This design comes from an exercise in tuning for small area, a short achievable clock period and few clock cycles per item on the open sky130 flow, not from production work.
The RTL was checked by simulation tests, not by an equivalence proof against the original design.

==> flow/flow/run.sh <==
#!/bin/bash
set -euo pipefail
export BUFFER_PORTS_ARGS="-buffer_cell sky130_fd_sc_hd__buf_1"
sed 's/SETUP_SLACK_MARGIN=[0-9.]*/SETUP_SLACK_MARGIN=1.5/' standard.sh > standard_to_cts.sh
grep -q 'SETUP_SLACK_MARGIN=1.5' standard_to_cts.sh
bash standard_to_cts.sh cts > flow_to_cts.log 2>&1
bash standard.sh > flow_to_finish.log 2>&1
==> flow/standard.sh <==
#!/bin/bash
# synth_recipe.tcl (not shown) runs the flow's synth.tcl, then flattens the netlist and writes it again
# the make line also repeats each setting of config.mk as NAME=value (left out here)
make -C /OpenROAD-flow-scripts/flow DESIGN_CONFIG=/design/flow/config.mk WORK_HOME=/design/flow/orfs CLKGATE_MAP_FILE= SYNTH_SCRIPT=/design/flow/synth_recipe.tcl "${@:-finish}"
==> flow/config.mk <==
export PLATFORM = sky130hd
export DESIGN_NAME = haraka_s_core
export DESIGN_NICKNAME = haraka_s_core
export VERILOG_FILES = /design/flow/design.v
export SDC_FILE = /design/flow/constraint.sdc
export NUM_CORES = 4
export LEC_CHECK = 0
export CAP_MARGIN = 20
export CORE_MARGIN = 2
export CORE_UTILIZATION = 50
export SETUP_SLACK_MARGIN = 0.5
export SLEW_MARGIN = 20
export SYNTH_HIERARCHICAL = 1
export SYNTH_MINIMUM_KEEP_SIZE = 0
==> flow/constraint.sdc <==
create_clock -name core_clock -period 7.8 [get_ports {clk}]
set_input_delay 1.5600 -clock core_clock [delete_from_list [all_inputs] [get_ports {clk}]]
set_output_delay 1.5600 -clock core_clock [all_outputs]
set_load 0.01 [all_outputs]
==> flow/design.v <==
module g_xor (a, b, y);
	input a, b;
	output y;
	assign y = a ^ b;
endmodule
module g_xnor (a, b, y);
	input a, b;
	output y;
	assign y = ~(a ^ b);
endmodule
module g_nand (a, b, y);
	input a, b;
	output y;
	assign y = ~(a & b);
endmodule
module g_nor (a, b, y);
	input a, b;
	output y;
	assign y = ~(a | b);
endmodule
module haraka_s_core (clk, reset, in_valid, in_ready, in_first, in_block, out_valid, out_rate);
	input clk;
	input reset;
	input in_valid;
	output in_ready;
	input in_first;
	input [256-1:0] in_block;
	output out_valid;
	output [256-1:0] out_rate;
	logic [511:0] st;         
	logic [3:0] rnd;
	logic active;             
	logic ready_q;            
	logic take_q;             
	logic self_q;             
	logic sell_q;             
	logic valid_q;
	logic [511:0] sr;
	wire [511:0] lin, fin, m, nxt, sb, dm;
	wire [3:0] dsel;
	wire acc = take_q & in_valid;
	always_comb
		for (int l = 0; l < 4; l++)
			for (int c = 0; c < 4; c++)
				for (int r = 0; r < 4; r++)
					sr[128*l + 8*(4*c + r) +: 8] = st[128*l + 8*(4*((c + r) % 4) + r) +: 8];
	genvar c;
	generate
		for (c = 0; c < 16; c++) begin : mc
			wire [31:0] mi, mo;
			assign mi = sr[32*c +: 32];
			assign lin[32*c +: 32] = mo;
			wire [7:0] t0, t1, t2, t3, u0, u1, u2, u3, x0, x1, x2, x3;
			g_xor gt0_0 (.a(mi[0]), .b(mi[8]), .y(t0[0]));
			g_xor gt0_1 (.a(mi[1]), .b(mi[9]), .y(t0[1]));
			g_xor gt0_2 (.a(mi[2]), .b(mi[10]), .y(t0[2]));
			g_xor gt0_3 (.a(mi[3]), .b(mi[11]), .y(t0[3]));
			g_xor gt0_4 (.a(mi[4]), .b(mi[12]), .y(t0[4]));
			g_xor gt0_5 (.a(mi[5]), .b(mi[13]), .y(t0[5]));
			g_xor gt0_6 (.a(mi[6]), .b(mi[14]), .y(t0[6]));
			g_xor gt0_7 (.a(mi[7]), .b(mi[15]), .y(t0[7]));
			g_xor gt1_0 (.a(mi[8]), .b(mi[16]), .y(t1[0]));
			g_xor gt1_1 (.a(mi[9]), .b(mi[17]), .y(t1[1]));
			g_xor gt1_2 (.a(mi[10]), .b(mi[18]), .y(t1[2]));
			g_xor gt1_3 (.a(mi[11]), .b(mi[19]), .y(t1[3]));
			g_xor gt1_4 (.a(mi[12]), .b(mi[20]), .y(t1[4]));
			g_xor gt1_5 (.a(mi[13]), .b(mi[21]), .y(t1[5]));
			g_xor gt1_6 (.a(mi[14]), .b(mi[22]), .y(t1[6]));
			g_xor gt1_7 (.a(mi[15]), .b(mi[23]), .y(t1[7]));
			g_xor gt2_0 (.a(mi[16]), .b(mi[24]), .y(t2[0]));
			g_xor gt2_1 (.a(mi[17]), .b(mi[25]), .y(t2[1]));
			g_xor gt2_2 (.a(mi[18]), .b(mi[26]), .y(t2[2]));
			g_xor gt2_3 (.a(mi[19]), .b(mi[27]), .y(t2[3]));
			g_xor gt2_4 (.a(mi[20]), .b(mi[28]), .y(t2[4]));
			g_xor gt2_5 (.a(mi[21]), .b(mi[29]), .y(t2[5]));
			g_xor gt2_6 (.a(mi[22]), .b(mi[30]), .y(t2[6]));
			g_xor gt2_7 (.a(mi[23]), .b(mi[31]), .y(t2[7]));
			g_xor gt3_0 (.a(mi[24]), .b(mi[0]), .y(t3[0]));
			g_xor gt3_1 (.a(mi[25]), .b(mi[1]), .y(t3[1]));
			g_xor gt3_2 (.a(mi[26]), .b(mi[2]), .y(t3[2]));
			g_xor gt3_3 (.a(mi[27]), .b(mi[3]), .y(t3[3]));
			g_xor gt3_4 (.a(mi[28]), .b(mi[4]), .y(t3[4]));
			g_xor gt3_5 (.a(mi[29]), .b(mi[5]), .y(t3[5]));
			g_xor gt3_6 (.a(mi[30]), .b(mi[6]), .y(t3[6]));
			g_xor gt3_7 (.a(mi[31]), .b(mi[7]), .y(t3[7]));
			g_xor gu0_0 (.a(mi[8]), .b(t2[0]), .y(u0[0]));
			g_xor gu0_1 (.a(mi[9]), .b(t2[1]), .y(u0[1]));
			g_xor gu0_2 (.a(mi[10]), .b(t2[2]), .y(u0[2]));
			g_xor gu0_3 (.a(mi[11]), .b(t2[3]), .y(u0[3]));
			g_xor gu0_4 (.a(mi[12]), .b(t2[4]), .y(u0[4]));
			g_xor gu0_5 (.a(mi[13]), .b(t2[5]), .y(u0[5]));
			g_xor gu0_6 (.a(mi[14]), .b(t2[6]), .y(u0[6]));
			g_xor gu0_7 (.a(mi[15]), .b(t2[7]), .y(u0[7]));
			g_xor gu1_0 (.a(mi[16]), .b(t3[0]), .y(u1[0]));
			g_xor gu1_1 (.a(mi[17]), .b(t3[1]), .y(u1[1]));
			g_xor gu1_2 (.a(mi[18]), .b(t3[2]), .y(u1[2]));
			g_xor gu1_3 (.a(mi[19]), .b(t3[3]), .y(u1[3]));
			g_xor gu1_4 (.a(mi[20]), .b(t3[4]), .y(u1[4]));
			g_xor gu1_5 (.a(mi[21]), .b(t3[5]), .y(u1[5]));
			g_xor gu1_6 (.a(mi[22]), .b(t3[6]), .y(u1[6]));
			g_xor gu1_7 (.a(mi[23]), .b(t3[7]), .y(u1[7]));
			g_xor gu2_0 (.a(mi[24]), .b(t0[0]), .y(u2[0]));
			g_xor gu2_1 (.a(mi[25]), .b(t0[1]), .y(u2[1]));
			g_xor gu2_2 (.a(mi[26]), .b(t0[2]), .y(u2[2]));
			g_xor gu2_3 (.a(mi[27]), .b(t0[3]), .y(u2[3]));
			g_xor gu2_4 (.a(mi[28]), .b(t0[4]), .y(u2[4]));
			g_xor gu2_5 (.a(mi[29]), .b(t0[5]), .y(u2[5]));
			g_xor gu2_6 (.a(mi[30]), .b(t0[6]), .y(u2[6]));
			g_xor gu2_7 (.a(mi[31]), .b(t0[7]), .y(u2[7]));
			g_xor gu3_0 (.a(mi[0]), .b(t1[0]), .y(u3[0]));
			g_xor gu3_1 (.a(mi[1]), .b(t1[1]), .y(u3[1]));
			g_xor gu3_2 (.a(mi[2]), .b(t1[2]), .y(u3[2]));
			g_xor gu3_3 (.a(mi[3]), .b(t1[3]), .y(u3[3]));
			g_xor gu3_4 (.a(mi[4]), .b(t1[4]), .y(u3[4]));
			g_xor gu3_5 (.a(mi[5]), .b(t1[5]), .y(u3[5]));
			g_xor gu3_6 (.a(mi[6]), .b(t1[6]), .y(u3[6]));
			g_xor gu3_7 (.a(mi[7]), .b(t1[7]), .y(u3[7]));
			assign x0[0] = t0[7];
			assign x0[2] = t0[1];
			assign x0[7:5] = t0[6:4];
			g_xor gx0_1 (.a(t0[0]), .b(t0[7]), .y(x0[1]));
			g_xor gx0_3 (.a(t0[2]), .b(t0[7]), .y(x0[3]));
			g_xor gx0_4 (.a(t0[3]), .b(t0[7]), .y(x0[4]));
			assign x1[0] = t1[7];
			assign x1[2] = t1[1];
			assign x1[7:5] = t1[6:4];
			g_xor gx1_1 (.a(t1[0]), .b(t1[7]), .y(x1[1]));
			g_xor gx1_3 (.a(t1[2]), .b(t1[7]), .y(x1[3]));
			g_xor gx1_4 (.a(t1[3]), .b(t1[7]), .y(x1[4]));
			assign x2[0] = t2[7];
			assign x2[2] = t2[1];
			assign x2[7:5] = t2[6:4];
			g_xor gx2_1 (.a(t2[0]), .b(t2[7]), .y(x2[1]));
			g_xor gx2_3 (.a(t2[2]), .b(t2[7]), .y(x2[3]));
			g_xor gx2_4 (.a(t2[3]), .b(t2[7]), .y(x2[4]));
			assign x3[0] = t3[7];
			assign x3[2] = t3[1];
			assign x3[7:5] = t3[6:4];
			g_xor gx3_1 (.a(t3[0]), .b(t3[7]), .y(x3[1]));
			g_xor gx3_3 (.a(t3[2]), .b(t3[7]), .y(x3[3]));
			g_xor gx3_4 (.a(t3[3]), .b(t3[7]), .y(x3[4]));
			g_xor go0_0 (.a(x0[0]), .b(u0[0]), .y(mo[0]));
			g_xor go0_1 (.a(x0[1]), .b(u0[1]), .y(mo[1]));
			g_xor go0_2 (.a(x0[2]), .b(u0[2]), .y(mo[2]));
			g_xor go0_3 (.a(x0[3]), .b(u0[3]), .y(mo[3]));
			g_xor go0_4 (.a(x0[4]), .b(u0[4]), .y(mo[4]));
			g_xor go0_5 (.a(x0[5]), .b(u0[5]), .y(mo[5]));
			g_xor go0_6 (.a(x0[6]), .b(u0[6]), .y(mo[6]));
			g_xor go0_7 (.a(x0[7]), .b(u0[7]), .y(mo[7]));
			g_xor go1_0 (.a(x1[0]), .b(u1[0]), .y(mo[8]));
			g_xor go1_1 (.a(x1[1]), .b(u1[1]), .y(mo[9]));
			g_xor go1_2 (.a(x1[2]), .b(u1[2]), .y(mo[10]));
			g_xor go1_3 (.a(x1[3]), .b(u1[3]), .y(mo[11]));
			g_xor go1_4 (.a(x1[4]), .b(u1[4]), .y(mo[12]));
			g_xor go1_5 (.a(x1[5]), .b(u1[5]), .y(mo[13]));
			g_xor go1_6 (.a(x1[6]), .b(u1[6]), .y(mo[14]));
			g_xor go1_7 (.a(x1[7]), .b(u1[7]), .y(mo[15]));
			g_xor go2_0 (.a(x2[0]), .b(u2[0]), .y(mo[16]));
			g_xor go2_1 (.a(x2[1]), .b(u2[1]), .y(mo[17]));
			g_xor go2_2 (.a(x2[2]), .b(u2[2]), .y(mo[18]));
			g_xor go2_3 (.a(x2[3]), .b(u2[3]), .y(mo[19]));
			g_xor go2_4 (.a(x2[4]), .b(u2[4]), .y(mo[20]));
			g_xor go2_5 (.a(x2[5]), .b(u2[5]), .y(mo[21]));
			g_xor go2_6 (.a(x2[6]), .b(u2[6]), .y(mo[22]));
			g_xor go2_7 (.a(x2[7]), .b(u2[7]), .y(mo[23]));
			g_xor go3_0 (.a(x3[0]), .b(u3[0]), .y(mo[24]));
			g_xor go3_1 (.a(x3[1]), .b(u3[1]), .y(mo[25]));
			g_xor go3_2 (.a(x3[2]), .b(u3[2]), .y(mo[26]));
			g_xor go3_3 (.a(x3[3]), .b(u3[3]), .y(mo[27]));
			g_xor go3_4 (.a(x3[4]), .b(u3[4]), .y(mo[28]));
			g_xor go3_5 (.a(x3[5]), .b(u3[5]), .y(mo[29]));
			g_xor go3_6 (.a(x3[6]), .b(u3[6]), .y(mo[30]));
			g_xor go3_7 (.a(x3[7]), .b(u3[7]), .y(mo[31]));
		end
	endgenerate
	function automatic [511:0] mix(input [511:0] x);
		mix = {x[32*14 +: 32], x[32*6 +: 32],  x[32*10 +: 32], x[32*2 +: 32],
		       x[32*5 +: 32],  x[32*13 +: 32], x[32*1 +: 32],  x[32*9 +: 32],
		       x[32*4 +: 32],  x[32*12 +: 32], x[32*0 +: 32],  x[32*8 +: 32],
		       x[32*15 +: 32], x[32*7 +: 32],  x[32*11 +: 32], x[32*3 +: 32]};
	endfunction
	assign fin = mix(lin);
	assign m = (fin & {512{self_q}}) | (lin & {512{sell_q}});
	assign nxt = {m[511:256], m[255:0] ^ (in_block & {256{ready_q}})};
	assign dsel = ready_q ? 4'd0 : rnd + 4'd1;
	assign dm =
		({512{dsel == 4'd0}} & 512'h6cbd3a1056f88bd37f93e5573a8401e172bb3bdb34a340318d654cb9723a4f85b7b0e16eac9f6cf7b282fa483014f8150463ef0068803f41d1af2ea4817379b8) |
		({512{dsel == 4'd1}} & 512'heee9fe6d8458f83ada31311a2cb0bc6fd31036feae715e20b7ad24e14a7d94e74e0c88c0c74719b422b1c5bead650113187e0487969f2ddbf97dab0015d3139f) |
		({512{dsel == 4'd2}} & 512'h4f9371844723fa02cd66f286592885f8628046ff804fc3edcf09aa2ba67bba6451e49dbb223e5b8c0b215f7dbcd0afd3dd3ec3f1eb717f7eada5d6cbf8e6cb9c) |
		({512{dsel == 4'd3}} & 512'h6e5d5070d57c8868fffbbbfbd090fb149078fd00435b506539581c270f6b71a9dd4b560aa7abbd9852042e8528b55175fb25906f4a8c70f29955adc000dfafaa) |
		({512{dsel == 4'd4}} & 512'ha7c57bc70bb2564d1eec976b01b23acbedd32858a2d092caa17e2d5b9b159346d4e5c3f25e9ab2469261d5339757b2ad5e67bd4c50cd8732c83b9566f4c7f022) |
		({512{dsel == 4'd5}} & 512'h13e1523c14d001d8f7c5ef8dad36da4a5a77225f4cbd26502dee17623a772cba0945c713de6757f26a638ba23eb02abf8a3c28f1adec5264a2e17eb0e9f97b28) |
		({512{dsel == 4'd6}} & 512'hba28a87f0c1775e30781aedea94ed5d343b6fcaa727163515761df13379d0d329cef74eb6db5675d95bdfa3aef459adf4b55ff9af922e665971a7382bf040559) |
		({512{dsel == 4'd7}} & 512'ha71fc1b246439eaff0280f62de4699df8d9697c90ad1d27ab83ff39a877247c8e1848fcc95f569813241a1e7b38af49bd76bb958d1659fc820ab284ed0d116c6) |
		({512{dsel == 4'd8}} & 512'h694c030ca234f2dd182651196b844b384babefd7bcc9ed94be8bc8d34370be961a54c5b4dcad746ce801c17d9a6f72db679087b8aa9392a522c7ff3d7769f5e6) |
		({512{dsel == 4'd9}} & 512'h223fc0334186fc1100e176b7a8f143c28ceee4986d4bdf43f61d6d90a06cd4d29dfab33e871c3d3a5ef59c85845a0c88e6f5080f17aad3c1f764efceeb1c170f);
	genvar s;
	generate
		for (s = 0; s < 64; s++) begin : sbox
			wire U0, U1, U2, U3, U4, U5, U6, U7, D0, D1, D2, D3, D4, D5, D6, D7;
			wire T1, T2, T3, T4, T5, T6, T7, T8, T9, T10, T11, T12, T13, T14, T15, T16;
			wire T17, T18, T19, T20, T21, T22, T23, T24, T25, T26, T27, M1, M2, M3, M4, M5;
			wire M6, M7, M8, M9, M10, M11, M12, M13, M14, M15, M16, M17, M18, M19, M20, M21;
			wire M22, M23, M24, M25, M26, M27, M28, M29, M30, M31, M32, M33, M34, M35, M36, M37;
			wire M38, M39, M40, M41, M42, M43, M44, M45, M46, M47, M48, M49, M50, M51, M52, M53;
			wire M54, M55, M56, M57, M58, M59, M60, M61, M62, M63, L0, L1, L2, L3, L4, L5;
			wire L6, L7, L8, L9, L10, L11, L12, L13, L14, L15, L16, P5, L17, L18, L19, L20;
			wire L21, L22, L23, L24, L25, L26, L27, L28, L29, P0, P1, P2, P3, P4, P6, P7;
			wire S0, S1, S2, S3, S4, S5, S6, S7;
			assign {U0, U1, U2, U3, U4, U5, U6, U7} = nxt[8*s +: 8];
			assign {D0, D1, D2, D3, D4, D5, D6, D7} = dm[8*s +: 8];
			assign sb[8*s +: 8] = {S0, S1, S2, S3, S4, S5, S6, S7};
			g_xor gT1 (.a(U0), .b(U3), .y(T1));
			g_xor gT2 (.a(U0), .b(U5), .y(T2));
			g_xor gT3 (.a(U0), .b(U6), .y(T3));
			g_xor gT4 (.a(U3), .b(U5), .y(T4));
			g_xor gT5 (.a(U4), .b(U6), .y(T5));
			g_xor gT6 (.a(T1), .b(T5), .y(T6));
			g_xor gT7 (.a(U1), .b(U2), .y(T7));
			g_xor gT8 (.a(U7), .b(T6), .y(T8));
			g_xor gT9 (.a(U7), .b(T7), .y(T9));
			g_xor gT10 (.a(T6), .b(T7), .y(T10));
			g_xor gT11 (.a(U1), .b(U5), .y(T11));
			g_xor gT12 (.a(U2), .b(U5), .y(T12));
			g_xor gT13 (.a(T3), .b(T4), .y(T13));
			g_xor gT14 (.a(T6), .b(T11), .y(T14));
			g_xor gT15 (.a(T5), .b(T11), .y(T15));
			g_xor gT16 (.a(T5), .b(T12), .y(T16));
			g_xor gT17 (.a(T9), .b(T16), .y(T17));
			g_xor gT18 (.a(U3), .b(U7), .y(T18));
			g_xor gT19 (.a(T7), .b(T18), .y(T19));
			g_xor gT20 (.a(T1), .b(T19), .y(T20));
			g_xor gT21 (.a(U6), .b(U7), .y(T21));
			g_xor gT22 (.a(T7), .b(T21), .y(T22));
			g_xor gT23 (.a(T2), .b(T22), .y(T23));
			g_xor gT24 (.a(T2), .b(T10), .y(T24));
			g_xor gT25 (.a(T20), .b(T17), .y(T25));
			g_xor gT26 (.a(T3), .b(T16), .y(T26));
			g_xor gT27 (.a(T1), .b(T12), .y(T27));
			g_nand gM1 (.a(T13), .b(T6), .y(M1));
			g_nand gM2 (.a(T23), .b(T8), .y(M2));
			g_xnor gM3 (.a(T14), .b(M1), .y(M3));
			g_nand gM4 (.a(T19), .b(U7), .y(M4));
			g_xor gM5 (.a(M4), .b(M1), .y(M5));
			g_nand gM6 (.a(T3), .b(T16), .y(M6));
			g_nand gM7 (.a(T22), .b(T9), .y(M7));
			g_xnor gM8 (.a(T26), .b(M6), .y(M8));
			g_nand gM9 (.a(T20), .b(T17), .y(M9));
			g_xor gM10 (.a(M9), .b(M6), .y(M10));
			g_nand gM11 (.a(T1), .b(T15), .y(M11));
			g_nand gM12 (.a(T4), .b(T27), .y(M12));
			g_xor gM13 (.a(M12), .b(M11), .y(M13));
			g_nand gM14 (.a(T2), .b(T10), .y(M14));
			g_xor gM15 (.a(M14), .b(M11), .y(M15));
			g_xnor gM16 (.a(M3), .b(M2), .y(M16));
			g_xor gM17 (.a(M5), .b(T24), .y(M17));
			g_xnor gM18 (.a(M8), .b(M7), .y(M18));
			g_xor gM19 (.a(M10), .b(M15), .y(M19));
			g_xnor gM20 (.a(M16), .b(M13), .y(M20));
			g_xnor gM21 (.a(M17), .b(M15), .y(M21));
			g_xnor gM22 (.a(M18), .b(M13), .y(M22));
			g_xnor gM23 (.a(M19), .b(T25), .y(M23));
			g_xor gM24 (.a(M22), .b(M23), .y(M24));
			g_nor gM25 (.a(M22), .b(M20), .y(M25));
			g_xnor gM26 (.a(M21), .b(M25), .y(M26));
			g_xor gM27 (.a(M20), .b(M21), .y(M27));
			g_xnor gM28 (.a(M23), .b(M25), .y(M28));
			g_nand gM29 (.a(M28), .b(M27), .y(M29));
			g_nand gM30 (.a(M26), .b(M24), .y(M30));
			g_nor gM31 (.a(M20), .b(M23), .y(M31));
			g_nand gM32 (.a(M27), .b(M31), .y(M32));
			g_xor gM33 (.a(M27), .b(M25), .y(M33));
			g_nor gM34 (.a(M21), .b(M22), .y(M34));
			g_nand gM35 (.a(M24), .b(M34), .y(M35));
			g_xor gM36 (.a(M24), .b(M25), .y(M36));
			g_xor gM37 (.a(M21), .b(M29), .y(M37));
			g_xnor gM38 (.a(M32), .b(M33), .y(M38));
			g_xor gM39 (.a(M23), .b(M30), .y(M39));
			g_xnor gM40 (.a(M35), .b(M36), .y(M40));
			g_xor gM41 (.a(M38), .b(M40), .y(M41));
			g_xor gM42 (.a(M37), .b(M39), .y(M42));
			g_xor gM43 (.a(M37), .b(M38), .y(M43));
			g_xor gM44 (.a(M39), .b(M40), .y(M44));
			g_xor gM45 (.a(M42), .b(M41), .y(M45));
			g_nand gM46 (.a(M44), .b(T6), .y(M46));
			g_nand gM47 (.a(M40), .b(T8), .y(M47));
			g_nand gM48 (.a(M39), .b(U7), .y(M48));
			g_nand gM49 (.a(M43), .b(T16), .y(M49));
			g_nand gM50 (.a(M38), .b(T9), .y(M50));
			g_nand gM51 (.a(M37), .b(T17), .y(M51));
			g_nand gM52 (.a(M42), .b(T15), .y(M52));
			g_nand gM53 (.a(M45), .b(T27), .y(M53));
			g_nand gM54 (.a(M41), .b(T10), .y(M54));
			g_nand gM55 (.a(M44), .b(T13), .y(M55));
			g_nand gM56 (.a(M40), .b(T23), .y(M56));
			g_nand gM57 (.a(M39), .b(T19), .y(M57));
			g_nand gM58 (.a(M43), .b(T3), .y(M58));
			g_nand gM59 (.a(M38), .b(T22), .y(M59));
			g_nand gM60 (.a(M37), .b(T20), .y(M60));
			g_nand gM61 (.a(M42), .b(T1), .y(M61));
			g_nand gM62 (.a(M45), .b(T4), .y(M62));
			g_nand gM63 (.a(M41), .b(T2), .y(M63));
			g_xor gL0 (.a(M61), .b(M62), .y(L0));
			g_xor gL1 (.a(M50), .b(M56), .y(L1));
			g_xor gL2 (.a(M46), .b(M48), .y(L2));
			g_xor gL3 (.a(M47), .b(M55), .y(L3));
			g_xor gL4 (.a(M54), .b(M58), .y(L4));
			g_xor gL5 (.a(M49), .b(M61), .y(L5));
			g_xnor gL6 (.a(M62), .b(L5), .y(L6));
			g_xnor gL7 (.a(M46), .b(L3), .y(L7));
			g_xor gL8 (.a(M51), .b(M59), .y(L8));
			g_xor gL9 (.a(M52), .b(M53), .y(L9));
			g_xnor gL10 (.a(M53), .b(L4), .y(L10));
			g_xnor gL11 (.a(M60), .b(L2), .y(L11));
			g_xor gL12 (.a(M48), .b(M51), .y(L12));
			g_xnor gL13 (.a(M50), .b(L0), .y(L13));
			g_xor gL14 (.a(M52), .b(M61), .y(L14));
			g_xnor gL15 (.a(M55), .b(L1), .y(L15));
			g_xnor gL16 (.a(M56), .b(L0), .y(L16));
			g_xnor gP5 (.a(M57), .b(D5), .y(P5));
			g_xor gL17 (.a(P5), .b(L1), .y(L17));
			g_xnor gL18 (.a(M58), .b(L8), .y(L18));
			g_xnor gL19 (.a(M63), .b(L4), .y(L19));
			g_xor gL20 (.a(L0), .b(L1), .y(L20));
			g_xor gL21 (.a(L1), .b(L7), .y(L21));
			g_xor gL22 (.a(L3), .b(L12), .y(L22));
			g_xor gL23 (.a(L18), .b(L2), .y(L23));
			g_xor gL24 (.a(L15), .b(L9), .y(L24));
			g_xor gL25 (.a(L6), .b(L10), .y(L25));
			g_xor gL26 (.a(L7), .b(L9), .y(L26));
			g_xor gL27 (.a(L8), .b(L10), .y(L27));
			g_xor gL28 (.a(L11), .b(L14), .y(L28));
			g_xor gL29 (.a(L11), .b(L17), .y(L29));
			g_xor gP0 (.a(L6), .b(D0), .y(P0));
			g_xor gS0 (.a(P0), .b(L24), .y(S0));
			g_xor gP1 (.a(L16), .b(D1), .y(P1));
			g_xnor gS1 (.a(P1), .b(L26), .y(S1));
			g_xor gP2 (.a(L19), .b(D2), .y(P2));
			g_xnor gS2 (.a(P2), .b(L28), .y(S2));
			g_xor gP3 (.a(L6), .b(D3), .y(P3));
			g_xor gS3 (.a(P3), .b(L21), .y(S3));
			g_xor gP4 (.a(L20), .b(D4), .y(P4));
			g_xor gS4 (.a(P4), .b(L22), .y(S4));
			g_xor gS5 (.a(L25), .b(L29), .y(S5));
			g_xor gP6 (.a(L13), .b(D6), .y(P6));
			g_xnor gS6 (.a(P6), .b(L27), .y(S6));
			g_xor gP7 (.a(L6), .b(D7), .y(P7));
			g_xnor gS7 (.a(P7), .b(L23), .y(S7));
		end
	endgenerate
	always_ff @(posedge clk)
		if (acc | ~ready_q)
			st <= sb;
	logic [3:0] rnd_n;
	logic active_n, ready_n;
	always_comb begin
		rnd_n = rnd;
		active_n = active;
		if (acc) begin
			active_n = 1'b1;
			rnd_n = 4'd0;
		end else if (active && rnd != 4'd9)
			rnd_n = rnd + 4'd1;
		else
			active_n = 1'b0;
		ready_n = ~active_n | (rnd_n == 4'd9);
	end
	always_ff @(posedge clk or posedge reset) begin
		if (reset) begin
			rnd <= 4'd9;
			active <= 1'b0;
			ready_q <= 1'b1;
			take_q <= 1'b0;
			self_q <= 1'b1;
			sell_q <= 1'b0;
			valid_q <= 1'b0;
		end else begin
			rnd <= rnd_n;
			active <= active_n;
			ready_q <= ready_n;
			take_q <= ready_n & in_valid & ~acc;
			self_q <= rnd_n[0] & ~(ready_n & in_first);
			sell_q <= ~rnd_n[0];
			valid_q <= active_n & (rnd_n == 4'd9);
		end
	end
	assign in_ready = take_q;
	assign out_valid = valid_q;
	assign out_rate = fin[255:0];
endmodule
==> results of run 1 <==
-- layout make-up --
| class | instances | area share |
|---|---|---|
| inverter | 29 | 0.0008598 |
| clock buffer | 87 | 0.01610 |
| sequential | 522 | 0.1235 |
| tap | 2854 | 0.02820 |
| timing repair buffer | 1175 | 0.05825 |
| antenna | 29 | 0.0005732 |
| clock inverter | 59 | 0.005475 |
| multi-input combinational | 12004 | 0.7670 |
-- per-layer routing --
metal | vias up | wire, um
li1 | 41957 | -
met1 | 46360 | 195800
met2 | 4758 | 208000
met3 | 1127 | 46580
met4 | 14 | 42730
met5 | - | 90
-- layout by cell type (no fill, tap or decap), drive strengths merged, types with 12 or more instances in the layout --
cell,Yosys,final
buf,345,1174
xnor2,1671,1671
nor2,208,208
o21ai,20,20
inv,28,39
a22oi,259,259
clkinv,1,29
nand3,170,170
diode,0,29
a21oi,12,12
nand4,53,53
nand2,2408,2408
edfxtp,512,512
clkbuf,162,87
xor2,6851,6851
a22o,256,256
-- final timing paths --
path | startpoint | to | slack, ns
worst max-delay path | st[37] | st[44] | 1.06
worst min-delay path | active | active | 0.58
worst max register to register | st[37] | st[44] | 1.06
worst min register to register | active | active | 0.58
max in group asynchronous | reset | sell_q | 6.61
min in group asynchronous | reset | sell_q | 0.81
-- cells by family after synthesis --
logic type,count (synthesis)
AO/OA/AOI/OAI,588
flip-flops,522
adder cells (fa/ha/maj),2
buffers and inverters,536
XOR/XNOR,8522
AND/OR/NAND/NOR,2891
multiplexers,1
-- state kept, by name, summed over array words and instances, names as in the netlist --
signal,flops
take_q,1
sell_q,1
ready_q,1
valid_q,1
rnd,4
active,1
st,512
self_q,1
-- worst register-to-register path, cell delays in order (launching register included) --
cell and delay, ns:
edfxtp_1 0.49, xor2_1 0.31, xor2_1 0.20, xor2_1 0.75
a22oi_1 0.20, xor2_1 0.30, xor2_1 0.47, xor2_1 0.41
xor2_1 0.33, nand2_1 0.11, xor2_1 0.20, xor2_1 0.24
xnor2_2 0.20, xor2_1 0.28, xor2_1 0.12, xnor2_1 0.38
xor2_1 0.31, xor2_1 0.21, nand2_1 0.14, xnor2_1 0.17
buf_4 0.16, xor2_1 0.25, xor2_2 0.30
-- modules after synthesis, one instance, submodules excluded --
module         copies in the design  area [um2]
haraka_s_core                     1       29220
g_xnor                         1664       8.758
g_xor                          6592       8.758
g_nand                         1984       3.754
g_nor                           192       3.754
-- metrics by stage --
step                instances  worst slack [ns]  instance area [um2]
global route            16733            0.6508               126500
global placement        16435           -0.2308               116400
CTS                     16730             1.313               126500
finish                  16759             1.061               126600
detailed placement      16436           -0.2226               116400
floorplan               13062             1.766               109700
-- timing repair --
action | 4_1_cts | 5_1_grt
gates resized for setup | 801 | 0
endpoints found under the hold margin | 0 | 0
setup endpoints to repair | 509 | 0
setup buffers | 147 | 0
==> run_results.csv, run 1 <==
group,metric,value,unit
run_status,status,"timing/DRC/antenna clean",
grt,grt_max_degree,131,
yosys,synth.top_cells.by_area,"xor2_1 (55%), edfxtp_1 (14%), xnor2_1 (13%)",
critical_path,worstRegToRegCells,22,
grt,overflow,0,
routing,drtAntennaViolNets,0,
yosys,synth-edff-count,512,
routing,num_vias,94216,
clocking,clockBufferDepth,3,
routing,avgRoutedWirePerCell,29.43,um
yosys,synth_cell_type_count,81,
yosys,async_reset_ff_frac,0.01916,
grt,use_met2,0.6323,
floorplan,num_io_pins,518,
grt,grt_pass1_vias,93129,
grt,gr-usage-met1,0.5326,
clocking,cts_tree,"built",
yosys,yosysSeqAreaShare,0.1425,
clocking,cts-buffers-inserted,78,
critical_path,critPathArrivalTime,7.29,ns
yosys,synth_area_leader_cell,"xor2_1",
floorplan,die-area,223200,um2
hold_path,hold_path_class,"reg2reg",
sta,finalSetupViolCount,0,
sta,rsz0062_at_grt,"false",
floorplan,rows,171,
floorplan,die_h,472.4,um
yosys,yosysMostFrequentCell,"xor2_1",
critical_path,path_class,"reg2reg",
yosys,synth_top_family_by_area,"XOR/XNOR gates",
critical_path,crit_fanout,4,
routing,drtIter0Drc,10206,
yosys,netlist_area,109700,um2
routing,viasPerCell,5.622,
grt,antenna_found_initial,47,
cells_and_area,area_delta_synth_final,15.42,%
cells_and_area,post-route-util,0.5819,
clocking,clock_latency,0.76,ns
yosys,synth_fa_ha_area_frac,0.0002281,
yosys,yosys-top-cells-count,"xor2_1 (6,849), nand2_1 (2,406), xnor2_1 (1,669), edfxtp_1 (512), buf_4 (261)",
placed_design,numPortBuffers,517,
yosys,syn_inst,13062,
sta,slew_violations,0,
sta,fin_crit_sh,0.8640,
critical_path,endpoint_kind,"flip-flop",
cells_and_area,multi_input_area,97110,um2
yosys,synth_fp_nets,13324,
cells_and_area,drive_gt1_frac,0.1167,
placed_design,place.gp.congestion,1.082,
critical_path,cp_cell_sequence,"xor2_1 -> xor2_1 -> xor2_1 -> a22oi_1 -> xor2_1 -> xor2_1 -> xor2_1 -> xor2_1 -> nand2_1 -> xor2_1 -> xor2_1 -> xnor2_2 -> xor2_1 -> xor2_1 -> xnor2_1 -> xor2_1 -> xor2_1 -> nand2_1 -> xnor2_1 -> buf_4 -> xor2_1 -> xor2_2",
critical_path,critPathSlowestCell,"xor2_1",
sta,layout_min_cycle_time,6.739,ns
yosys,ys_warn_count,7,
clocking,root_buffer,"clkbuf_16",
yosys,synth_top_area_frac,0.5468,
routing,drc,0,
critical_path,path_buf_inv,1,
yosys,synth_flop_cell,"edfxtp_1",
cells_and_area,fill_cells,19897,
yosys,synth_compound_area_frac,0.04415,
placed_design,dpl.hpwl,403500,um
clocking,clock-sinks,522,
grt,busiest_layer,"met2",
critical_path,start_kind,"flip-flop",
floorplan,die_w,472.4,um
run,maxCapViolations,0,
sta,relSlewSlack,0.1655,
yosys,synth_mux_area_frac,0.0001027,
sta,fin_setup_tns,0,ns
critical_path,cpMostUsedCell,"xor2_1",
sta,whs,0.5819,ns
critical_path,worst_ep_required_time,8.35,ns
clocking,hold_buffers,0,
hold_path,min_path_cells,2,
floorplan,start_util,0.5042,
routing,dr.pass1.iters,6,
grt,grt_pass1_wl,678600,um
critical_path,critical_path_depth,22,
cells_and_area,nets,14072,
critical_path,slowest_delay,0.75,ns
yosys,synth_seq_cells,522,
routing,postRouteWirelength,493200,um
clocking,path_clk_slew,0.06,ns
grt,grt_util_met3,0.1036,
yosys,synth_xor_area_frac,0.6808,
yosys,synth-simple-area-share,0.1038,
critical_path,worst_path_dominant_cell_family,"XOR/XNOR gates",
sta,skew,0.04194,ns
sta,worstMarginPinSlew,1.252,ns
clocking,htree_levels,3,
sta,hold_viol_final,0,
sta,max_freq,148.4,MHz
grt,track_usage,0.4254,
yosys,synth.avg_cell_area,8.398,um2
floorplan,core,217600,um2
cells_and_area,seq_area,15640,um2
Testbench counts, summed over its fixed seeds: cycles 12,816, items 1,280.
==> run 2, diff against run 1 <==
--- a/flow/config.mk
+++ b/flow/config.mk
@@ -5,10 +5,10 @@
 export SDC_FILE = /design/flow/constraint.sdc
 export NUM_CORES = 4
 export LEC_CHECK = 0
-export CAP_MARGIN = 20
+export CAP_MARGIN = 10
 export CORE_MARGIN = 2
 export CORE_UTILIZATION = 50
 export SETUP_SLACK_MARGIN = 0.5
-export SLEW_MARGIN = 20
+export SLEW_MARGIN = 10
 export SYNTH_HIERARCHICAL = 1
 export SYNTH_MINIMUM_KEEP_SIZE = 0
==> run_results.csv, run 2 <==
group,metric,value,unit
placed_design,place.gp.congestion,1.082,
sta,fin_crit_sh,0.8600,
critical_path,path_class,"reg2reg",
yosys,yosys-top-cells-count,"xor2_1 (6,849), nand2_1 (2,406), xnor2_1 (1,669), edfxtp_1 (512), buf_4 (261)",
routing,drc,0,
critical_path,cpMostUsedCell,"xor2_1",
placed_design,dp_slack,-0.2090,ns
sta,rsz0062_at_grt,"false",
clocking,hold_buffers,0,
critical_path,path_buf_inv,1,
sta,finalSetupViolCount,0,
yosys,synth_seq_cells,522,
sta,worstMarginPinSlew,1.364,ns
routing,num_vias,94263,
routing,dr.pass1.iters,8,
floorplan,die-area,223200,um2
critical_path,critPathSlowestCell,"xor2_1",
floorplan,die_h,472.4,um
floorplan,core,217600,um2
run_status,status,"timing/DRC/antenna clean",
floorplan,rows,171,
yosys,async_reset_ff_frac,0.01916,
yosys,netlist_area,109700,um2
critical_path,slowest_delay,0.59,ns
critical_path,endpoint_kind,"flip-flop",
cells_and_area,drive_gt1_frac,0.1244,
clocking,path_clk_slew,0.07,ns
routing,postRouteWirelength,493900,um
sta,slew_violations,0,
clocking,clockBufferDepth,3,
cells_and_area,fin_area,127400,um2
cells_and_area,biggestRegsByFlops,"st: 512 flops, rnd: 4 flops",
placed_design,dpl.hpwl,403800,um
routing,drtIter0Drc,9859,
sta,relSlewSlack,0.08896,
cells_and_area,most-common-layout-cells,"xor2_1 (6,203), nand2_1 (2,399), xnor2_1 (1,521)",
yosys,synth_cell_type_count,81,
sta,layout_min_cycle_time,6.708,ns
placed_design,dpl-instance-area,116400,um2
clocking,cts-buffers-inserted,77,
sta,max_freq,149.1,MHz
grt,antenna_found_initial,45,
clocking,clock_latency,0.75,ns
yosys,synth-edff-count,512,
critical_path,critPathArrivalTime,7.22,ns
clocking,cts_tree,"built",
yosys,yosysMostFrequentCell,"xor2_1",
routing,avgRoutedWirePerCell,29.46,um
yosys,synth.top_cells.by_area,"xor2_1 (55%), edfxtp_1 (14%), xnor2_1 (13%)",
critical_path,cp_cell_sequence,"buf_12 -> xor2_1 -> xor2_1 -> xor2_1 -> a22oi_1 -> xor2_1 -> xor2_1 -> xor2_2 -> xor2_1 -> nand2_1 -> xor2_1 -> xor2_1 -> xnor2_2 -> xor2_1 -> xor2_1 -> xnor2_2 -> xor2_1 -> xor2_1 -> nand2_1 -> xnor2_2 -> xor2_1 -> xor2_1",
grt,overflow,0,
clocking,clock-sinks,522,
grt,grt_max_degree,131,
sta,fin_setup_tns,0,ns
run,maxCapViolations,0,
hold_path,hold_path_class,"reg2reg",
yosys,synth.avg_cell_area,8.398,um2
placed_design,numPortBuffers,517,
grt,track_usage,0.4266,
critical_path,worst_path_dominant_cell_family,"XOR/XNOR gates",
sta,hold_viol_final,0,
yosys,yosysSeqAreaShare,0.1425,
sta,skew,0.04037,ns
critical_path,r2r-start,"st[213]",
routing,viasPerCell,5.624,
yosys,synth_top_area_frac,0.5468,
yosys,syn_inst,13062,
floorplan,start_util,0.5042,
yosys,synth_flop_cell,"edfxtp_1",
critical_path,startpoint,"st[213]",
floorplan,num_io_pins,518,
hold_path,min_path_cells,2,
critical_path,critical_path_depth,22,
critical_path,worstRegToRegCells,22,
critical_path,crit_fanout,4,
cells_and_area,layout_commonest_cell,"xor2_1",
critical_path,reg2reg_to,"st[231]",
cells_and_area,area_delta_synth_final,16.15,%
floorplan,die_w,472.4,um
yosys,ys_warn_count,7,
critical_path,start_kind,"flip-flop",
clocking,htree_levels,3,
critical_path,worst_ep_required_time,8.32,ns
routing,drtAntennaViolNets,0,
yosys,synth_fp_nets,13324,
cells_and_area,largest_reg_flops,512,
grt,grt_pass1_wl,680500,um
sta,fin_ws,1.092,ns
yosys,synth_area_leader_cell,"xor2_1",
critical_path,endpoint,"st[231]",
cells_and_area,nets,14095,
cells_and_area,fill_cells,19868,
cells_and_area,post-route-util,0.5856,
grt,grt_pass1_vias,93086,
clocking,root_buffer,"clkbuf_16",
critical_path,r2r_slack,1.09,ns
cells_and_area,regMostFlops,"st",
-- run 2: cell counts after synthesis --
Identical to the previous run, type by type.
-- run 2: final cells by class --
| class | count | area (um2) | share of cell area |
|---|---|---|---|
| multi-input cells | 12004 | 97930 | 0.7685 |
| flip-flops and latches | 522 | 15640 | 0.1228 |
| repair buffers | 1199 | 7533 | 0.05912 |
| well taps | 2854 | 3571 | 0.02802 |
| clock buffers | 88 | 2053 | 0.01611 |
| clock inverters | 55 | 560.5 | 0.004399 |
| inverters | 29 | 108.9 | 0.0008543 |
| diodes | 11 | 27.53 | 0.0002160 |
-- run 2: logic make-up after synthesis --
group                      count (synthesis)  synth area share
buffers and inverters                    536           0.02849
xor gates and xnor gates                8522            0.6808
muxes                                      1         0.0001026
and+or+nand+nor                         2891            0.1038
AOI/OAI and AO/OA                        588           0.04415
DFF                                      522            0.1425
adders and majority gates                  2         0.0002281
-- run 2: how the worst min path moves through the flow --
stage            from  endpoint  slack [ns]
2_1_floorplan  active    active        0.52
6_report       active    active        0.58
5_1_grt        active    active        0.66
4_1_cts        active    active        0.58
3_3_place_gp   active    active        0.57
3_5_place_dp   active    active        0.57
-- run 2: repair_timing --
item | in CTS | in global routing
setup buffers | 173 | 0
resized for setup | 908 | 0
setup endpoints to repair | 508 | 0
-- run 2: routing by layer --
layer	GRT usage	share of wire	vias up
li1	-	-	41889
met1	0.5386	0.40	46397
met2	0.6339	0.42	4851
met3	0.09837	0.095	1102
met4	0.3157	0.088	24
met5	0	0.00030	-
-- run 2: tightest hold or removal path, cell delays in order (launching register included) --
cell and delay (ns):
dfrtp_1 0.38, nand2_1 0.10, nand2_1 0.07
-- run 2: Yosys stat by module (local to each module, per instance) --
module | flops+latches | cell area, um2 | cells | copies in the design
g_nand | 0 | 3.754 | 1 | 1984
g_nor | 0 | 3.754 | 1 | 192
g_xnor | 0 | 8.758 | 1 | 1664
g_xor | 0 | 8.758 | 1 | 6592
haraka_s_core | 522 | 29220 | 2630 | 1
-- run 2: per-stage QoR --
stage               hold slack [ns]  instances
global route                 0.6599      16752
finish                       0.5836      16762
floorplan                    0.5200      13062
detailed placement           0.5682      16435
global placement             0.5690      16435
CTS                          0.5802      16751
==> run 3, diff against run 2 <==
--- a/flow/design.v
+++ b/flow/design.v
@@ -31,14 +31,14 @@
 	logic [3:0] rnd;
 	logic active;             
 	logic ready_q;            
-	logic take_q;             
 	logic self_q;             
 	logic sell_q;             
 	logic valid_q;
 	logic [511:0] sr;
 	wire [511:0] lin, fin, m, nxt, sb, dm;
 	wire [3:0] dsel;
-	wire acc = take_q & in_valid;
+	wire acc = ready_q & in_valid;
+	wire sel_fin = self_q & ~(ready_q & in_first);    
 	always_comb
 		for (int l = 0; l < 4; l++)
 			for (int c = 0; c < 4; c++)
@@ -180,7 +180,7 @@
 		       x[32*15 +: 32], x[32*7 +: 32],  x[32*11 +: 32], x[32*3 +: 32]};
 	endfunction
 	assign fin = mix(lin);
-	assign m = (fin & {512{self_q}}) | (lin & {512{sell_q}});
+	assign m = (fin & {512{sel_fin}}) | (lin & {512{sell_q}});
 	assign nxt = {m[511:256], m[255:0] ^ (in_block & {256{ready_q}})};
 	assign dsel = ready_q ? 4'd0 : rnd + 4'd1;
 	assign dm =
@@ -370,7 +370,6 @@
 			rnd <= 4'd9;
 			active <= 1'b0;
 			ready_q <= 1'b1;
-			take_q <= 1'b0;
 			self_q <= 1'b1;
 			sell_q <= 1'b0;
 			valid_q <= 1'b0;
@@ -378,13 +377,12 @@
 			rnd <= rnd_n;
 			active <= active_n;
 			ready_q <= ready_n;
-			take_q <= ready_n & in_valid & ~acc;
-			self_q <= rnd_n[0] & ~(ready_n & in_first);
+			self_q <= rnd_n[0];
 			sell_q <= ~rnd_n[0];
 			valid_q <= active_n & (rnd_n == 4'd9);
 		end
 	end
-	assign in_ready = take_q;
+	assign in_ready = ready_q;
 	assign out_valid = valid_q;
 	assign out_rate = fin[255:0];
 endmodule
--- a/flow/config.mk
+++ b/flow/config.mk
@@ -5,10 +5,10 @@
 export SDC_FILE = /design/flow/constraint.sdc
 export NUM_CORES = 4
 export LEC_CHECK = 0
-export CAP_MARGIN = 10
+export CAP_MARGIN = 20
 export CORE_MARGIN = 2
 export CORE_UTILIZATION = 50
 export SETUP_SLACK_MARGIN = 0.5
-export SLEW_MARGIN = 10
+export SLEW_MARGIN = 20
 export SYNTH_HIERARCHICAL = 1
 export SYNTH_MINIMUM_KEEP_SIZE = 0
==> run_results.csv, run 3 <==
group,metric,value,unit
run_status,status,"timing/DRC/antenna clean",
cells_and_area,nets,14287,
clocking,htree_levels,3,
placed_design,place.gp.congestion,1.104,
sta,hold_viol_final,0,
critical_path,path_class,"reg2reg",
clocking,cts-buffers-inserted,75,
cells_and_area,multi_input_area,100300,um2
sta,skew,0.03616,ns
clocking,path_clk_slew,0.06,ns
hold_path,hold_end,"rnd[3]",
run,maxCapViolations,0,
sta,finalSetupViolCount,0,
placed_design,dpl-instance-area,119100,um2
sta,rsz0062_at_grt,"false",
cells_and_area,most-common-layout-cells,"xor2_1 (5,943), nand2_1 (2,512), xnor2_1 (1,418)",
sta,fin_setup_tns,0,ns
routing,viasPerCell,5.576,
yosys,synth_fp_nets,13308,
placed_design,dpl.hpwl,404800,um
yosys,yosys-top-cells-count,"xor2_1 (6,850), nand2_1 (2,515), xnor2_1 (1,667), edfxtp_1 (512), buf_4 (262)",
floorplan,die_h,471.4,um
hold_path,min_path_cells,3,
yosys,synth-edff-count,512,
yosys,yosysSeqAreaShare,0.1426,
grt,overflow,0,
critical_path,critPathArrivalTime,7.24,ns
yosys,ys_warn_count,7,
clocking,root_buffer,"clkbuf_16",
yosys,synth_top_area_frac,0.5493,
clocking,clock_latency,0.74,ns
sta,relSlewSlack,0.1582,
grt,grt_pass1_wl,682100,um
yosys,synth_flop_cell,"edfxtp_1",
routing,postRouteWirelength,493700,um
clocking,clock-sinks,520,
critical_path,r2r-start,"st[141]",
floorplan,core,217200,um2
cells_and_area,seq_area,15590,um2
grt,grt_max_degree,140,
sta,layout_min_cycle_time,6.688,ns
routing,dr.pass1.iters,7,
grt,antenna_found_initial,53,
yosys,synth_area_leader_cell,"xor2_1",
clocking,clockBufferDepth,3,
critical_path,start_kind,"flip-flop",
yosys,netlist_area,109200,um2
sta,max_freq,149.5,MHz
yosys,async_reset_ff_frac,0.01538,
cells_and_area,fill_cells,19185,
hold_path,hold_path_class,"reg2reg",
routing,avgRoutedWirePerCell,29.10,um
placed_design,numPortBuffers,517,
cells_and_area,fin_area,131400,um2
floorplan,start_util,0.5029,
routing,drc,0,
cells_and_area,layout_commonest_cell,"xor2_1",
floorplan,rows,171,
sta,whs,0.7047,ns
critical_path,worst_ep_required_time,8.35,ns
routing,drtIter0Drc,10054,
yosys,yosysMostFrequentCell,"xor2_1",
yosys,synth.top_cells.by_area,"xor2_1 (55%), edfxtp_1 (14%), xnor2_1 (13%)",
routing,num_vias,94618,
sta,slew_violations,0,
sta,worstMarginPinSlew,1.263,ns
grt,track_usage,0.4296,
hold_path,hp-start,"active",
cells_and_area,biggestRegsByFlops,"st: 512 flops, rnd: 4 flops",
routing,drtAntennaViolNets,0,
critical_path,crit_fanout,4,
yosys,synth_seq_cells,520,
cells_and_area,largest_reg_flops,512,
yosys,syn_inst,13046,
clocking,cts_tree,"built",
critical_path,reg2reg_to,"st[83]",
grt,grt_pass1_vias,94332,
floorplan,die-area,222200,um2
cells_and_area,drive_gt1_frac,0.1621,
cells_and_area,regMostFlops,"st",
sta,fin_crit_sh,0.8574,
critical_path,endpoint_kind,"flip-flop",
yosys,synth_cell_type_count,65,
cells_and_area,area_delta_synth_final,20.32,%
critical_path,r2r_slack,1.11,ns
floorplan,num_io_pins,518,
floorplan,die_w,471.4,um
yosys,synth.avg_cell_area,8.372,um2
critical_path,worstRegToRegCells,23,
-- run 3: cell count changes after synthesis, moves of 10 or more --
cell      change
buf_1        -10
buf_2        +29
clkbuf_1     -49
inv_1        +16
nand2_1     +109
nand3_1      -58
nand4_1      -47
nor2_1       +17
-- run 3: worst max-delay path: stages (launching register included) --
cell and delay [ns]:
edfxtp_1 0.54, xor2_1 0.51, xor2_1 0.32, xor2_2 0.43, a22oi_1 0.24, xor2_2 0.31
xor2_2 0.23, buf_4 0.18, xor2_1 0.26, xor2_1 0.29, nand2_1 0.10, xor2_1 0.16
xor2_1 0.17, xnor2_2 0.35, xor2_2 0.25, xor2_1 0.26, xnor2_2 0.20, xor2_1 0.29
xor2_1 0.24, nand2_1 0.19, xor2_2 0.32, xor2_1 0.25, xor2_1 0.20, xor2_1 0.21
-- run 3: cell families after synthesis --
kind of cell	Yosys count	synth area share
buffers and inverters	518	0.02804
adder cells (fa/ha/maj)	2	0.0002291
AND/OR/NAND/NOR	2919	0.1037
AO/OA/AOI/OAI	565	0.04180
XOR/XNOR	8518	0.6832
flip-flops	520	0.1426
multiplexers	4	0.0003895
-- run 3: layout make-up --
cell class / instances / area share
Timing Repair Buffer: 1375 / 0.06881
Sequential cell: 520 / 0.1186
Clock inverter: 43 / 0.004256
Multi-Input combinational cell: 12008 / 0.7635
Clock buffer: 93 / 0.01577
Tap cell: 2854 / 0.02717
Antenna cell: 31 / 0.0005903
Inverter: 45 / 0.001304
-- run 3: per-module statistics from Yosys, one instance, submodules excluded --
module | area [um2] | times used | cells inside | flops+latches
g_xor | 8.758 | 6592 | 1 | 0
haraka_s_core | 28740 | 1 | 2614 | 520
g_nor | 3.754 | 192 | 1 | 0
g_xnor | 8.758 | 1664 | 1 | 0
g_nand | 3.754 | 1984 | 1 | 0
-- run 3: timing repair --
action	4_1_cts	5_1_grt
resized for setup	961	0
hold buffers	0	0
buffers inserted	281	0
endpoints found under the setup margin	507	0
-- run 3: worst max path at each step --
| stage | cells past startpoint | startpoint | to | slack [ns] |
|---|---|---|---|---|
| 2_1_floorplan | 21 | in_first | st[451] | 1.28 |
| 3_3_place_gp | 22 | in_first | st[88] | 0.04 |
| 3_5_place_dp | 24 | in_first | st[91] | 0.06 |
| 4_1_cts | 24 | in_first | st[227] | 1.37 |
| 5_1_grt | 23 | st[141] | st[83] | 0.77 |
| 6_report | 23 | st[141] | st[83] | 1.11 |
-- run 3: through the flow --
stage / setup WS, ns / utilization / instances
2_1_floorplan: 1.278 / - / 13046
3_3_place_gp: 0.03541 / 0.5485 / 16515
3_5_place_dp: 0.05782 / 0.5486 / 16515
4_1_cts: 1.373 / 0.6047 / 16937
5_1_grt: 0.7723 / 0.6048 / 16941
6_report: 1.112 / 0.6051 / 16969
-- run 3: per-layer routing --
metal  vias to the layer above  part of all wire  routed length, um  global-route usage
met4                        24             0.085              41750              0.3079
met1                     46701              0.39             192700              0.5392
met2                      4860              0.42             208500              0.6367
met5                         -           0.00030                147                   0
li1                      41874                 -                  -                   -
met3                      1159              0.10              50640              0.1142
Testbench counts of run 3, summed over its fixed seeds: cycles 12,808, items 1,280.
==> run 4, diff against run 3 <==
==> flow/flow/run.sh (replaced) <==
#!/bin/bash
set -euo pipefail
export BUFFER_PORTS_ARGS="-buffer_cell sky130_fd_sc_hd__buf_1"
sed 's/SETUP_SLACK_MARGIN=[0-9.]*/SETUP_SLACK_MARGIN=1.0/' standard.sh > standard_to_cts.sh
grep -q 'SETUP_SLACK_MARGIN=1.0' standard_to_cts.sh
bash standard_to_cts.sh cts > flow_to_cts.log 2>&1
bash standard.sh > flow_to_finish.log 2>&1
==> run_results.csv, run 4 <==
group,metric,value,unit
yosys,async_reset_ff_frac,0.01538,
clocking,clock-sinks,520,
yosys,yosysSeqAreaShare,0.1426,
floorplan,die_w,471.4,um
placed_design,place.gp.congestion,1.112,
critical_path,endpoint_kind,"flip-flop",
critical_path,critPathArrivalTime,7.71,ns
critical_path,path_class,"reg2reg",
routing,dr.pass1.iters,8,
routing,num_vias,95515,
hold_path,hp-start,"active",
routing,drc,0,
yosys,synth_seq_cells,520,
floorplan,die_h,471.4,um
sta,fin_setup_tns,0,ns
placed_design,numPortBuffers,517,
critical_path,reg2reg_to,"st[203]",
routing,avgRoutedWirePerCell,29.64,um
routing,drtAntennaViolNets,0,
sta,finalSetupViolCount,0,
sta,slew_violations,0,
clocking,cts-buffers-inserted,77,
sta,hold_viol_final,0,
yosys,synth.top_cells.by_area,"xor2_1 (55%), edfxtp_1 (14%), xnor2_1 (13%)",
sta,layout_min_cycle_time,7.194,ns
critical_path,r2r-start,"st[187]",
placed_design,dp_slack,0.04056,ns
clocking,path_clk_slew,0.07,ns
floorplan,die-area,222200,um2
yosys,synth_cell_type_count,65,
grt,track_usage,0.4333,
yosys,synth_top_area_frac,0.5493,
grt,overflow,0,
yosys,syn_inst,13046,
placed_design,dpl.hpwl,419900,um
floorplan,rows,171,
grt,antenna_found_initial,46,
critical_path,r2r_slack,0.61,ns
cells_and_area,largest_reg_flops,512,
cells_and_area,drive_gt1_frac,0.08643,
floorplan,start_util,0.5029,
critical_path,worstRegToRegCells,23,
cells_and_area,area_delta_synth_final,12.44,%
yosys,ys_warn_count,7,
floorplan,num_io_pins,518,
cells_and_area,regMostFlops,"st",
cells_and_area,most-common-layout-cells,"xor2_1 (6,727), nand2_1 (2,512), xnor2_1 (1,615)",
clocking,root_buffer,"clkbuf_16",
critical_path,crit_fanout,4,
routing,postRouteWirelength,502400,um
sta,worstMarginPinSlew,1.251,ns
sta,fin_crit_sh,0.9223,
grt,grt_max_degree,114,
yosys,synth_fp_nets,13308,
floorplan,core,217200,um2
yosys,yosysMostFrequentCell,"xor2_1",
clocking,cts_tree,"built",
sta,fin_ws,0.6060,ns
clocking,hold_buffers,0,
yosys,synth-edff-count,512,
sta,max_freq,139.0,MHz
clocking,clock_latency,0.75,ns
hold_path,hold_path_class,"reg2reg",
routing,drtIter0Drc,11185,
clocking,htree_levels,3,
clocking,clockBufferDepth,3,
critical_path,start_kind,"flip-flop",
sta,rsz0062_at_grt,"true",
placed_design,dpl-instance-area,118500,um2
hold_path,hold_end,"rnd[3]",
sta,relSlewSlack,0.1654,
run_status,status,"timing/DRC/antenna clean",
cells_and_area,biggestRegsByFlops,"st: 512 flops, rnd: 4 flops",
grt,grt_pass1_wl,687800,um
cells_and_area,fin_area,122800,um2
routing,viasPerCell,5.634,
yosys,netlist_area,109200,um2
yosys,synth_flop_cell,"edfxtp_1",
yosys,synth.avg_cell_area,8.372,um2
run,maxCapViolations,0,
critical_path,worst_ep_required_time,8.32,ns
sta,skew,0.02708,ns
cells_and_area,nets,14273,
grt,grt_pass1_vias,93671,
cells_and_area,layout_commonest_cell,"xor2_1",
yosys,synth_area_leader_cell,"xor2_1",
hold_path,min_path_cells,3,
yosys,yosys-top-cells-count,"xor2_1 (6,850), nand2_1 (2,515), xnor2_1 (1,667), edfxtp_1 (512), buf_4 (262)",
[run 4: cell counts after synthesis]
No cell type changed its count.
[run 4: per-stage QoR]
stage                     instances  hold slack (ns)    util
after floorplan               13046           0.6279       -
after global placement        16769           0.6809  0.5457
after detailed placement      16770           0.7085  0.5457
after CTS                     16920           0.7252  0.5637
after global routing          16932           0.7619  0.5653
final                         16952           0.7322  0.5655
[run 4: repair_timing]
| action | 4_1_cts | 5_1_grt |
|---|---|---|
| gates resized for setup | 146 | 34 |
| setup buffers | 12 | 2 |
| pin swaps | 1 | 1 |
| gates cloned | 0 | 0 |
| setup endpoints to repair | 284 | 39 |
[run 4: per-module statistics from Yosys (local to each module, per instance)]
module / times used / flip-flops and latches / cells
g_xor: 6592 / 0 / 1
g_xnor: 1664 / 0 / 1
g_nand: 1984 / 0 / 1
haraka_s_core: 1 / 520 / 2614
g_nor: 192 / 0 / 1
[run 4: cell type report]
| class | instances | area, um2 |
|---|---|---|
| repair buffers | 1359 | 8579 |
| clock buffers | 83 | 1971 |
| multi-input cells | 12008 | 92230 |
| flip-flops and latches | 520 | 15590 |
| well taps | 2854 | 3571 |
| diodes | 28 | 70.07 |
| fillers | 20154 | 94360 |
| inverters | 45 | 171.4 |
| clock inverters | 55 | 623.1 |
[run 4: worst max-delay path by stage]
stage                         end      from  slack (ns)
after floorplan           st[139]  in_first        1.05
after global placement    st[163]  in_first        0.11
after detailed placement  st[123]  in_first        0.04
after CTS                 st[459]   st[144]        0.90
after global routing      st[162]  in_first        0.44
final                     st[203]   st[187]        0.61
[run 4: critical path, stage by stage (launching register included)]
cell	delay (ns)
edfxtp_1	0.73
xor2_1	0.31
xor2_1	0.28
xor2_2	0.56
a22oi_1	0.21
xor2_1	0.30
xor2_1	0.30
buf_4	0.20
xor2_1	0.20
xor2_1	0.42
nand2_1	0.12
xor2_1	0.30
xor2_1	0.21
xnor2_1	0.19
xor2_1	0.31
xor2_1	0.15
xnor2_1	0.38
xor2_1	0.29
xor2_1	0.22
nand2_1	0.14
xor2_1	0.39
xor2_1	0.22
xor2_1	0.20
xor2_1	0.35
[run 4: cells by family after synthesis]
kind of cell / count (synthesis) / share of synthesized area
muxes: 4 / 0.0003895
AOI/OAI and AO/OA: 565 / 0.04180
xor gates and xnor gates: 8518 / 0.6832
buffers and inverters: 518 / 0.02804
DFF: 520 / 0.1426
adders and majority gates: 2 / 0.0002291
and+or+nand+nor: 2919 / 0.1037
[run 4: per-layer routing]
metal,up-vias,wire (um),GRT usage
li1,42574,-,-
met1,46539,198300,0.5433
met2,5146,212300,0.6533
met3,1236,49380,0.1007
met4,20,42300,0.3065
met5,-,138,0

[what the ideal ports hide]
In the flow no input, the clock included, has a driving cell. The finished layouts below were timed again as built, in two steps.
Step 1 sets driving cells, clkbuf_16 on the clock port and buf_2 on the other inputs (assumed; they add their load-dependent delay and slew).
Step 2 also shifts input and output timing later by t, the mid clock arrival at the registers, as if the neighbouring blocks saw the same clock.
Three values: ideal ports, drivers, drivers and shift; two values: the first two.
run	t (ns)	setup WS [ns]	worst setup path at the end	slew at the worst register clock pin (ns)
run 1	0.830	1.061 / 1.061 / 0.944	input to register	0.07 / 0.07
run 2	0.826	1.092 / 1.092 / 0.957	input to register	0.07 / 0.07
run 3	0.809	1.112 / 1.112 / 0.414	input to register	0.07 / 0.07
run 4	0.851	0.606 / 0.606 / -0.119	input to register	0.08 / 0.08
Met with ideal ports but missed after step 2: setup timing in run 4. For run 4, which loses most, drivers alone change the setup slack by 0.000 ns; drivers and shift together by -0.725 ns.
